Source: an optimization exercise on an open RTL-to-GDS flow (aim: small area and a short achievable clock period). Production flows keep margins and buffers that such runs may drop.
Power and IR drop assume default switching activity.

==> v30 <==
==> flow/design.v <==
module multiplier(clk, INPUT_A, INPUT_B, RES);
  input clk;
  input [7:0] INPUT_A, INPUT_B;
  output reg [15:0] RES;
  reg [7:0] a_r, b_r;
  reg r2_0_0;
  reg r2_1_0;
  reg r2_1_1;
  reg r2_2_0;
  reg r2_2_1;
  reg r2_2_2;
  reg r2_3_0;
  reg r2_3_1;
  reg r2_3_2;
  reg r2_4_0;
  reg r2_4_1;
  reg r2_4_2;
  reg r2_5_0;
  reg r2_5_1;
  reg r2_5_2;
  reg r2_6_0;
  reg r2_6_1;
  reg r2_6_2;
  reg r2_7_0;
  reg r2_7_1;
  reg r2_7_2;
  reg r2_8_0;
  reg r2_8_1;
  reg r2_8_2;
  reg r2_9_0;
  reg r2_9_1;
  reg r2_9_2;
  reg r2_10_0;
  reg r2_10_1;
  reg r2_10_2;
  reg r2_11_0;
  reg r2_11_1;
  reg r2_11_2;
  reg r2_12_0;
  reg r2_12_1;
  reg r2_12_2;
  reg r2_13_0;
  reg r2_13_1;
  reg r2_13_2;
  reg r2_14_0;
  wire [15:0] prod;
  wire pp1;
  wire pp2;
  wire pp3;
  wire pp4;
  wire pp5;
  wire pp6;
  wire pp7;
  wire pp8;
  wire pp9;
  wire pp10;
  wire pp11;
  wire pp12;
  wire pp13;
  wire pp14;
  wire pp15;
  wire pp16;
  wire pp17;
  wire pp18;
  wire pp19;
  wire pp20;
  wire pp21;
  wire pp22;
  wire pp23;
  wire pp24;
  wire pp25;
  wire pp26;
  wire pp27;
  wire pp28;
  wire pp29;
  wire pp30;
  wire pp31;
  wire pp32;
  wire pp33;
  wire pp34;
  wire pp35;
  wire pp36;
  wire pp37;
  wire pp38;
  wire pp39;
  wire pp40;
  wire pp41;
  wire pp42;
  wire pp43;
  wire pp44;
  wire pp45;
  wire pp46;
  wire pp47;
  wire pp48;
  wire pp49;
  wire pp50;
  wire pp51;
  wire pp52;
  wire pp53;
  wire pp54;
  wire pp55;
  wire pp56;
  wire pp57;
  wire pp58;
  wire pp59;
  wire pp60;
  wire pp61;
  wire pp62;
  wire pp63;
  wire pp64;
  wire s65;
  wire c66;
  wire s67;
  wire c68;
  wire s69;
  wire c70;
  wire s71;
  wire c72;
  wire s73;
  wire c74;
  wire s75;
  wire c76;
  wire s77;
  wire c78;
  wire s79;
  wire c80;
  wire s81;
  wire c82;
  wire s83;
  wire c84;
  wire s85;
  wire c86;
  wire s87;
  wire c88;
  wire s89;
  wire c90;
  wire s91;
  wire c92;
  wire s93;
  wire c94;
  wire s95;
  wire c96;
  wire s97;
  wire c98;
  wire s99;
  wire c100;
  wire s101;
  wire c102;
  wire s103;
  wire c104;
  wire s105;
  wire c106;
  wire s107;
  wire c108;
  wire s109;
  wire c110;
  wire s111;
  wire c112;
  wire s113;
  wire c114;
  wire s115;
  wire c116;
  wire s117;
  wire c118;
  wire s119;
  wire c120;
  wire s121;
  wire c122;
  wire s123;
  wire c124;
  wire s125;
  wire c126;
  wire s127;
  wire c128;
  wire s129;
  wire c130;
  wire s131;
  wire c132;
  wire s133;
  wire c134;
  wire s135;
  wire c136;
  wire s137;
  wire c138;
  wire s139;
  wire c140;
  wire s141;
  wire c142;
  wire s143;
  wire c144;
  wire s145;
  wire c146;
  wire s147;
  wire c148;
  always @(posedge clk) begin
    a_r <= INPUT_A;
    b_r <= INPUT_B;
    r2_0_0 <= pp1;
    r2_1_0 <= pp2;
    r2_1_1 <= pp9;
    r2_2_0 <= pp3;
    r2_2_1 <= pp10;
    r2_2_2 <= pp17;
    r2_3_0 <= pp18;
    r2_3_1 <= pp25;
    r2_3_2 <= s105;
    r2_4_0 <= s77;
    r2_4_1 <= s107;
    r2_4_2 <= c106;
    r2_5_0 <= s79;
    r2_5_1 <= s109;
    r2_5_2 <= c108;
    r2_6_0 <= s85;
    r2_6_1 <= s111;
    r2_6_2 <= c110;
    r2_7_0 <= s89;
    r2_7_1 <= s113;
    r2_7_2 <= c112;
    r2_8_0 <= s93;
    r2_8_1 <= s115;
    r2_8_2 <= c114;
    r2_9_0 <= s97;
    r2_9_1 <= s117;
    r2_9_2 <= c116;
    r2_10_0 <= c98;
    r2_10_1 <= s119;
    r2_10_2 <= c118;
    r2_11_0 <= c102;
    r2_11_1 <= s121;
    r2_11_2 <= c120;
    r2_12_0 <= c104;
    r2_12_1 <= s123;
    r2_12_2 <= c122;
    r2_13_0 <= pp56;
    r2_13_1 <= pp63;
    r2_13_2 <= c124;
    r2_14_0 <= pp64;
    RES <= prod;
  end
  assign pp1 = a_r[0] & b_r[0];
  assign pp2 = a_r[0] & b_r[1];
  assign pp3 = a_r[0] & b_r[2];
  assign pp4 = a_r[0] & b_r[3];
  assign pp5 = a_r[0] & b_r[4];
  assign pp6 = a_r[0] & b_r[5];
  assign pp7 = a_r[0] & b_r[6];
  assign pp8 = a_r[0] & b_r[7];
  assign pp9 = a_r[1] & b_r[0];
  assign pp10 = a_r[1] & b_r[1];
  assign pp11 = a_r[1] & b_r[2];
  assign pp12 = a_r[1] & b_r[3];
  assign pp13 = a_r[1] & b_r[4];
  assign pp14 = a_r[1] & b_r[5];
  assign pp15 = a_r[1] & b_r[6];
  assign pp16 = a_r[1] & b_r[7];
  assign pp17 = a_r[2] & b_r[0];
  assign pp18 = a_r[2] & b_r[1];
  assign pp19 = a_r[2] & b_r[2];
  assign pp20 = a_r[2] & b_r[3];
  assign pp21 = a_r[2] & b_r[4];
  assign pp22 = a_r[2] & b_r[5];
  assign pp23 = a_r[2] & b_r[6];
  assign pp24 = a_r[2] & b_r[7];
  assign pp25 = a_r[3] & b_r[0];
  assign pp26 = a_r[3] & b_r[1];
  assign pp27 = a_r[3] & b_r[2];
  assign pp28 = a_r[3] & b_r[3];
  assign pp29 = a_r[3] & b_r[4];
  assign pp30 = a_r[3] & b_r[5];
  assign pp31 = a_r[3] & b_r[6];
  assign pp32 = a_r[3] & b_r[7];
  assign pp33 = a_r[4] & b_r[0];
  assign pp34 = a_r[4] & b_r[1];
  assign pp35 = a_r[4] & b_r[2];
  assign pp36 = a_r[4] & b_r[3];
  assign pp37 = a_r[4] & b_r[4];
  assign pp38 = a_r[4] & b_r[5];
  assign pp39 = a_r[4] & b_r[6];
  assign pp40 = a_r[4] & b_r[7];
  assign pp41 = a_r[5] & b_r[0];
  assign pp42 = a_r[5] & b_r[1];
  assign pp43 = a_r[5] & b_r[2];
  assign pp44 = a_r[5] & b_r[3];
  assign pp45 = a_r[5] & b_r[4];
  assign pp46 = a_r[5] & b_r[5];
  assign pp47 = a_r[5] & b_r[6];
  assign pp48 = a_r[5] & b_r[7];
  assign pp49 = a_r[6] & b_r[0];
  assign pp50 = a_r[6] & b_r[1];
  assign pp51 = a_r[6] & b_r[2];
  assign pp52 = a_r[6] & b_r[3];
  assign pp53 = a_r[6] & b_r[4];
  assign pp54 = a_r[6] & b_r[5];
  assign pp55 = a_r[6] & b_r[6];
  assign pp56 = a_r[6] & b_r[7];
  assign pp57 = a_r[7] & b_r[0];
  assign pp58 = a_r[7] & b_r[1];
  assign pp59 = a_r[7] & b_r[2];
  assign pp60 = a_r[7] & b_r[3];
  assign pp61 = a_r[7] & b_r[4];
  assign pp62 = a_r[7] & b_r[5];
  assign pp63 = a_r[7] & b_r[6];
  assign pp64 = a_r[7] & b_r[7];
  assign s65 = pp7 ^ pp14;
  assign c66 = pp7 & pp14;
  assign s67 = pp8 ^ pp15 ^ pp22;
  assign c68 = (pp8 & pp15) | (pp8 & pp22) | (pp15 & pp22);
  assign s69 = pp29 ^ pp36;
  assign c70 = pp29 & pp36;
  assign s71 = pp16 ^ pp23 ^ pp30;
  assign c72 = (pp16 & pp23) | (pp16 & pp30) | (pp23 & pp30);
  assign s73 = pp37 ^ pp44;
  assign c74 = pp37 & pp44;
  assign s75 = pp24 ^ pp31 ^ pp38;
  assign c76 = (pp24 & pp31) | (pp24 & pp38) | (pp31 & pp38);
  assign s77 = pp5 ^ pp12;
  assign c78 = pp5 & pp12;
  assign s79 = pp6 ^ pp13 ^ pp20;
  assign c80 = (pp6 & pp13) | (pp6 & pp20) | (pp13 & pp20);
  assign s81 = pp27 ^ pp34;
  assign c82 = pp27 & pp34;
  assign s83 = pp21 ^ pp28 ^ pp35;
  assign c84 = (pp21 & pp28) | (pp21 & pp35) | (pp28 & pp35);
  assign s85 = pp42 ^ pp49 ^ s65;
  assign c86 = (pp42 & pp49) | (pp42 & s65) | (pp49 & s65);
  assign s87 = pp43 ^ pp50 ^ pp57;
  assign c88 = (pp43 & pp50) | (pp43 & pp57) | (pp50 & pp57);
  assign s89 = c66 ^ s69 ^ s67;
  assign c90 = (c66 & s69) | (c66 & s67) | (s69 & s67);
  assign s91 = pp51 ^ pp58 ^ c70;
  assign c92 = (pp51 & pp58) | (pp51 & c70) | (pp58 & c70);
  assign s93 = s73 ^ c68 ^ s71;
  assign c94 = (s73 & c68) | (s73 & s71) | (c68 & s71);
  assign s95 = pp45 ^ pp52 ^ pp59;
  assign c96 = (pp45 & pp52) | (pp45 & pp59) | (pp52 & pp59);
  assign s97 = c74 ^ c72 ^ s75;
  assign c98 = (c74 & c72) | (c74 & s75) | (c72 & s75);
  assign s99 = pp32 ^ pp39 ^ pp46;
  assign c100 = (pp32 & pp39) | (pp32 & pp46) | (pp39 & pp46);
  assign s101 = pp53 ^ pp60 ^ c76;
  assign c102 = (pp53 & pp60) | (pp53 & c76) | (pp60 & c76);
  assign s103 = pp40 ^ pp47 ^ pp54;
  assign c104 = (pp40 & pp47) | (pp40 & pp54) | (pp47 & pp54);
  assign s105 = pp4 ^ pp11;
  assign c106 = pp4 & pp11;
  assign s107 = pp19 ^ pp26 ^ pp33;
  assign c108 = (pp19 & pp26) | (pp19 & pp33) | (pp26 & pp33);
  assign s109 = pp41 ^ c78 ^ s81;
  assign c110 = (pp41 & c78) | (pp41 & s81) | (c78 & s81);
  assign s111 = c82 ^ c80 ^ s83;
  assign c112 = (c82 & c80) | (c82 & s83) | (c80 & s83);
  assign s113 = c84 ^ s87 ^ c86;
  assign c114 = (c84 & s87) | (c84 & c86) | (s87 & c86);
  assign s115 = c88 ^ s91 ^ c90;
  assign c116 = (c88 & s91) | (c88 & c90) | (s91 & c90);
  assign s117 = s95 ^ c92 ^ c94;
  assign c118 = (s95 & c92) | (s95 & c94) | (c92 & c94);
  assign s119 = c96 ^ s99 ^ s101;
  assign c120 = (c96 & s99) | (c96 & s101) | (s99 & s101);
  assign s121 = pp61 ^ c100 ^ s103;
  assign c122 = (pp61 & c100) | (pp61 & s103) | (c100 & s103);
  assign s123 = pp48 ^ pp55 ^ pp62;
  assign c124 = (pp48 & pp55) | (pp48 & pp62) | (pp55 & pp62);
  assign s125 = r2_2_0 ^ r2_2_1;
  assign c126 = r2_2_0 & r2_2_1;
  assign s127 = r2_3_0 ^ r2_3_1 ^ r2_3_2;
  assign c128 = (r2_3_0 & r2_3_1) | (r2_3_0 & r2_3_2) | (r2_3_1 & r2_3_2);
  assign s129 = r2_4_0 ^ r2_4_1 ^ r2_4_2;
  assign c130 = (r2_4_0 & r2_4_1) | (r2_4_0 & r2_4_2) | (r2_4_1 & r2_4_2);
  assign s131 = r2_5_0 ^ r2_5_1 ^ r2_5_2;
  assign c132 = (r2_5_0 & r2_5_1) | (r2_5_0 & r2_5_2) | (r2_5_1 & r2_5_2);
  assign s133 = r2_6_0 ^ r2_6_1 ^ r2_6_2;
  assign c134 = (r2_6_0 & r2_6_1) | (r2_6_0 & r2_6_2) | (r2_6_1 & r2_6_2);
  assign s135 = r2_7_0 ^ r2_7_1 ^ r2_7_2;
  assign c136 = (r2_7_0 & r2_7_1) | (r2_7_0 & r2_7_2) | (r2_7_1 & r2_7_2);
  assign s137 = r2_8_0 ^ r2_8_1 ^ r2_8_2;
  assign c138 = (r2_8_0 & r2_8_1) | (r2_8_0 & r2_8_2) | (r2_8_1 & r2_8_2);
  assign s139 = r2_9_0 ^ r2_9_1 ^ r2_9_2;
  assign c140 = (r2_9_0 & r2_9_1) | (r2_9_0 & r2_9_2) | (r2_9_1 & r2_9_2);
  assign s141 = r2_10_0 ^ r2_10_1 ^ r2_10_2;
  assign c142 = (r2_10_0 & r2_10_1) | (r2_10_0 & r2_10_2) | (r2_10_1 & r2_10_2);
  assign s143 = r2_11_0 ^ r2_11_1 ^ r2_11_2;
  assign c144 = (r2_11_0 & r2_11_1) | (r2_11_0 & r2_11_2) | (r2_11_1 & r2_11_2);
  assign s145 = r2_12_0 ^ r2_12_1 ^ r2_12_2;
  assign c146 = (r2_12_0 & r2_12_1) | (r2_12_0 & r2_12_2) | (r2_12_1 & r2_12_2);
  assign s147 = r2_13_0 ^ r2_13_1 ^ r2_13_2;
  assign c148 = (r2_13_0 & r2_13_1) | (r2_13_0 & r2_13_2) | (r2_13_1 & r2_13_2);
  assign prod = {1'b0, r2_14_0, s147, s145, s143, s141, s139, s137, s135, s133, s131, s129, s127, r2_2_2, r2_1_0, r2_0_0} + {1'b0, c148, c146, c144, c142, c140, c138, c136, c134, c132, c130, c128, c126, s125, r2_1_1, 1'b0};
endmodule
==> flow/run.sh <==
#!/bin/bash
# synth_recipe.tcl (not shown) runs the flow's synth.tcl, then flattens the netlist and writes it again
# the make line also repeats each setting of config.mk as NAME=value (left out here)
make -C /OpenROAD-flow-scripts/flow DESIGN_CONFIG=/design/flow/config.mk WORK_HOME=/design/flow/orfs CLKGATE_MAP_FILE= SYNTH_SCRIPT=/design/flow/synth_recipe.tcl finish
==> flow/config.mk <==
export PLATFORM = sky130hd
export DESIGN_NAME = multiplier
export DESIGN_NICKNAME = multiplier
export VERILOG_FILES = /design/flow/design.v
export SDC_FILE = /design/flow/constraint.sdc
export NUM_CORES = 4
export LEC_CHECK = 0
export CAP_MARGIN = 20
export CORE_MARGIN = 2
export CORE_UTILIZATION = 40
export SLEW_MARGIN = 20
==> flow/constraint.sdc <==
create_clock -name core_clock -period 4.0 [get_ports {clk}]
set_input_delay 0.8000 -clock core_clock [delete_from_list [all_inputs] [get_ports {clk}]]
set_output_delay 0.8000 -clock core_clock [all_outputs]
set_load 0.01 [all_outputs]
==> v4 (differences from v30) <==
--- a/flow/design.v
+++ b/flow/design.v
@@ -8,41 +8,30 @@
   reg r2_1_1;
   reg r2_2_0;
   reg r2_2_1;
-  reg r2_2_2;
   reg r2_3_0;
   reg r2_3_1;
-  reg r2_3_2;
   reg r2_4_0;
   reg r2_4_1;
-  reg r2_4_2;
   reg r2_5_0;
   reg r2_5_1;
-  reg r2_5_2;
   reg r2_6_0;
   reg r2_6_1;
-  reg r2_6_2;
   reg r2_7_0;
   reg r2_7_1;
-  reg r2_7_2;
   reg r2_8_0;
   reg r2_8_1;
-  reg r2_8_2;
   reg r2_9_0;
   reg r2_9_1;
-  reg r2_9_2;
   reg r2_10_0;
   reg r2_10_1;
-  reg r2_10_2;
   reg r2_11_0;
   reg r2_11_1;
-  reg r2_11_2;
   reg r2_12_0;
   reg r2_12_1;
-  reg r2_12_2;
   reg r2_13_0;
   reg r2_13_1;
-  reg r2_13_2;
   reg r2_14_0;
+  reg r2_14_1;
   wire [15:0] prod;
   wire pp1;
   wire pp2;
@@ -198,43 +187,32 @@
     r2_0_0 <= pp1;
     r2_1_0 <= pp2;
     r2_1_1 <= pp9;
-    r2_2_0 <= pp3;
-    r2_2_1 <= pp10;
-    r2_2_2 <= pp17;
-    r2_3_0 <= pp18;
-    r2_3_1 <= pp25;
-    r2_3_2 <= s105;
-    r2_4_0 <= s77;
-    r2_4_1 <= s107;
-    r2_4_2 <= c106;
-    r2_5_0 <= s79;
-    r2_5_1 <= s109;
-    r2_5_2 <= c108;
-    r2_6_0 <= s85;
-    r2_6_1 <= s111;
-    r2_6_2 <= c110;
-    r2_7_0 <= s89;
-    r2_7_1 <= s113;
-    r2_7_2 <= c112;
-    r2_8_0 <= s93;
-    r2_8_1 <= s115;
-    r2_8_2 <= c114;
-    r2_9_0 <= s97;
-    r2_9_1 <= s117;
-    r2_9_2 <= c116;
-    r2_10_0 <= c98;
-    r2_10_1 <= s119;
-    r2_10_2 <= c118;
-    r2_11_0 <= c102;
-    r2_11_1 <= s121;
-    r2_11_2 <= c120;
-    r2_12_0 <= c104;
-    r2_12_1 <= s123;
-    r2_12_2 <= c122;
-    r2_13_0 <= pp56;
-    r2_13_1 <= pp63;
-    r2_13_2 <= c124;
+    r2_2_0 <= pp17;
+    r2_2_1 <= s125;
+    r2_3_0 <= s127;
+    r2_3_1 <= c126;
+    r2_4_0 <= s129;
+    r2_4_1 <= c128;
+    r2_5_0 <= s131;
+    r2_5_1 <= c130;
+    r2_6_0 <= s133;
+    r2_6_1 <= c132;
+    r2_7_0 <= s135;
+    r2_7_1 <= c134;
+    r2_8_0 <= s137;
+    r2_8_1 <= c136;
+    r2_9_0 <= s139;
+    r2_9_1 <= c138;
+    r2_10_0 <= s141;
+    r2_10_1 <= c140;
+    r2_11_0 <= s143;
+    r2_11_1 <= c142;
+    r2_12_0 <= s145;
+    r2_12_1 <= c144;
+    r2_13_0 <= s147;
+    r2_13_1 <= c146;
     r2_14_0 <= pp64;
+    r2_14_1 <= c148;
     RES <= prod;
   end
   assign pp1 = a_r[0] & b_r[0];
@@ -361,29 +339,29 @@
   assign c122 = (pp61 & c100) | (pp61 & s103) | (c100 & s103);
   assign s123 = pp48 ^ pp55 ^ pp62;
   assign c124 = (pp48 & pp55) | (pp48 & pp62) | (pp55 & pp62);
-  assign s125 = r2_2_0 ^ r2_2_1;
-  assign c126 = r2_2_0 & r2_2_1;
-  assign s127 = r2_3_0 ^ r2_3_1 ^ r2_3_2;
-  assign c128 = (r2_3_0 & r2_3_1) | (r2_3_0 & r2_3_2) | (r2_3_1 & r2_3_2);
-  assign s129 = r2_4_0 ^ r2_4_1 ^ r2_4_2;
-  assign c130 = (r2_4_0 & r2_4_1) | (r2_4_0 & r2_4_2) | (r2_4_1 & r2_4_2);
-  assign s131 = r2_5_0 ^ r2_5_1 ^ r2_5_2;
-  assign c132 = (r2_5_0 & r2_5_1) | (r2_5_0 & r2_5_2) | (r2_5_1 & r2_5_2);
-  assign s133 = r2_6_0 ^ r2_6_1 ^ r2_6_2;
-  assign c134 = (r2_6_0 & r2_6_1) | (r2_6_0 & r2_6_2) | (r2_6_1 & r2_6_2);
-  assign s135 = r2_7_0 ^ r2_7_1 ^ r2_7_2;
-  assign c136 = (r2_7_0 & r2_7_1) | (r2_7_0 & r2_7_2) | (r2_7_1 & r2_7_2);
-  assign s137 = r2_8_0 ^ r2_8_1 ^ r2_8_2;
-  assign c138 = (r2_8_0 & r2_8_1) | (r2_8_0 & r2_8_2) | (r2_8_1 & r2_8_2);
-  assign s139 = r2_9_0 ^ r2_9_1 ^ r2_9_2;
-  assign c140 = (r2_9_0 & r2_9_1) | (r2_9_0 & r2_9_2) | (r2_9_1 & r2_9_2);
-  assign s141 = r2_10_0 ^ r2_10_1 ^ r2_10_2;
-  assign c142 = (r2_10_0 & r2_10_1) | (r2_10_0 & r2_10_2) | (r2_10_1 & r2_10_2);
-  assign s143 = r2_11_0 ^ r2_11_1 ^ r2_11_2;
-  assign c144 = (r2_11_0 & r2_11_1) | (r2_11_0 & r2_11_2) | (r2_11_1 & r2_11_2);
-  assign s145 = r2_12_0 ^ r2_12_1 ^ r2_12_2;
-  assign c146 = (r2_12_0 & r2_12_1) | (r2_12_0 & r2_12_2) | (r2_12_1 & r2_12_2);
-  assign s147 = r2_13_0 ^ r2_13_1 ^ r2_13_2;
-  assign c148 = (r2_13_0 & r2_13_1) | (r2_13_0 & r2_13_2) | (r2_13_1 & r2_13_2);
-  assign prod = {1'b0, r2_14_0, s147, s145, s143, s141, s139, s137, s135, s133, s131, s129, s127, r2_2_2, r2_1_0, r2_0_0} + {1'b0, c148, c146, c144, c142, c140, c138, c136, c134, c132, c130, c128, c126, s125, r2_1_1, 1'b0};
+  assign s125 = pp3 ^ pp10;
+  assign c126 = pp3 & pp10;
+  assign s127 = pp18 ^ pp25 ^ s105;
+  assign c128 = (pp18 & pp25) | (pp18 & s105) | (pp25 & s105);
+  assign s129 = c106 ^ s77 ^ s107;
+  assign c130 = (c106 & s77) | (c106 & s107) | (s77 & s107);
+  assign s131 = c108 ^ s79 ^ s109;
+  assign c132 = (c108 & s79) | (c108 & s109) | (s79 & s109);
+  assign s133 = c110 ^ s85 ^ s111;
+  assign c134 = (c110 & s85) | (c110 & s111) | (s85 & s111);
+  assign s135 = c112 ^ s89 ^ s113;
+  assign c136 = (c112 & s89) | (c112 & s113) | (s89 & s113);
+  assign s137 = c114 ^ s93 ^ s115;
+  assign c138 = (c114 & s93) | (c114 & s115) | (s93 & s115);
+  assign s139 = s97 ^ c116 ^ s117;
+  assign c140 = (s97 & c116) | (s97 & s117) | (c116 & s117);
+  assign s141 = c98 ^ c118 ^ s119;
+  assign c142 = (c98 & c118) | (c98 & s119) | (c118 & s119);
+  assign s143 = c102 ^ s121 ^ c120;
+  assign c144 = (c102 & s121) | (c102 & c120) | (s121 & c120);
+  assign s145 = c104 ^ s123 ^ c122;
+  assign c146 = (c104 & s123) | (c104 & c122) | (s123 & c122);
+  assign s147 = pp56 ^ pp63 ^ c124;
+  assign c148 = (pp56 & pp63) | (pp56 & c124) | (pp63 & c124);
+  assign prod = {1'b0, r2_14_0, r2_13_0, r2_12_0, r2_11_0, r2_10_0, r2_9_0, r2_8_0, r2_7_0, r2_6_0, r2_5_0, r2_4_0, r2_3_0, r2_2_0, r2_1_0, r2_0_0} + {1'b0, r2_14_1, r2_13_1, r2_12_1, r2_11_1, r2_10_1, r2_9_1, r2_8_1, r2_7_1, r2_6_1, r2_5_1, r2_4_1, r2_3_1, r2_2_1, r2_1_1, 1'b0};
 endmodule
==> run summary <==
- Clock-buffer cell count is the same in v30 and v4.
- Against v30, the wire length of v4 is higher by 2.8%.
- In v30 the synthesized cell count is lower than in v4, by about 1.4%.
- v30 went through all stages and came out clean. v4 passed the timing, design-rule and antenna checks.
- Critical path depth: v4 is higher than v30 (1).
- Between v30 and v4, the lower clock power is in v4 (gap 36%, measured against v4).
Function was not checked in any run of this note: the RTL went through the layout flow alone.

[static timing again, ports no longer ideal]
The results above use ideal ports. As a check the final layouts listed here were re-extracted and re-timed, cells and wires unchanged.
Step 1 sets driving cells, clkbuf_16 on the clock port and buf_2 on the other inputs (assumed; they add their load-dependent delay and slew).
Step 2, shift: input delay + t, output delay - t, t = (earliest + latest rising clock arrival at the registers) / 2. This alone moves slack from input paths to output paths.
Three values: ideal, step 1, step 2; two values: the first two.
| run | t, ns | slack for setup (ns) | pins driven straight from the clock port |
|---|---|---|---|
| v30 | 0.366 | 1.757 / 1.757 / 1.757 | 1 |
| v4 | 0.354 | 1.413 / 1.413 / 1.413 | 1 |
After both steps every run listed still meets setup and hold.
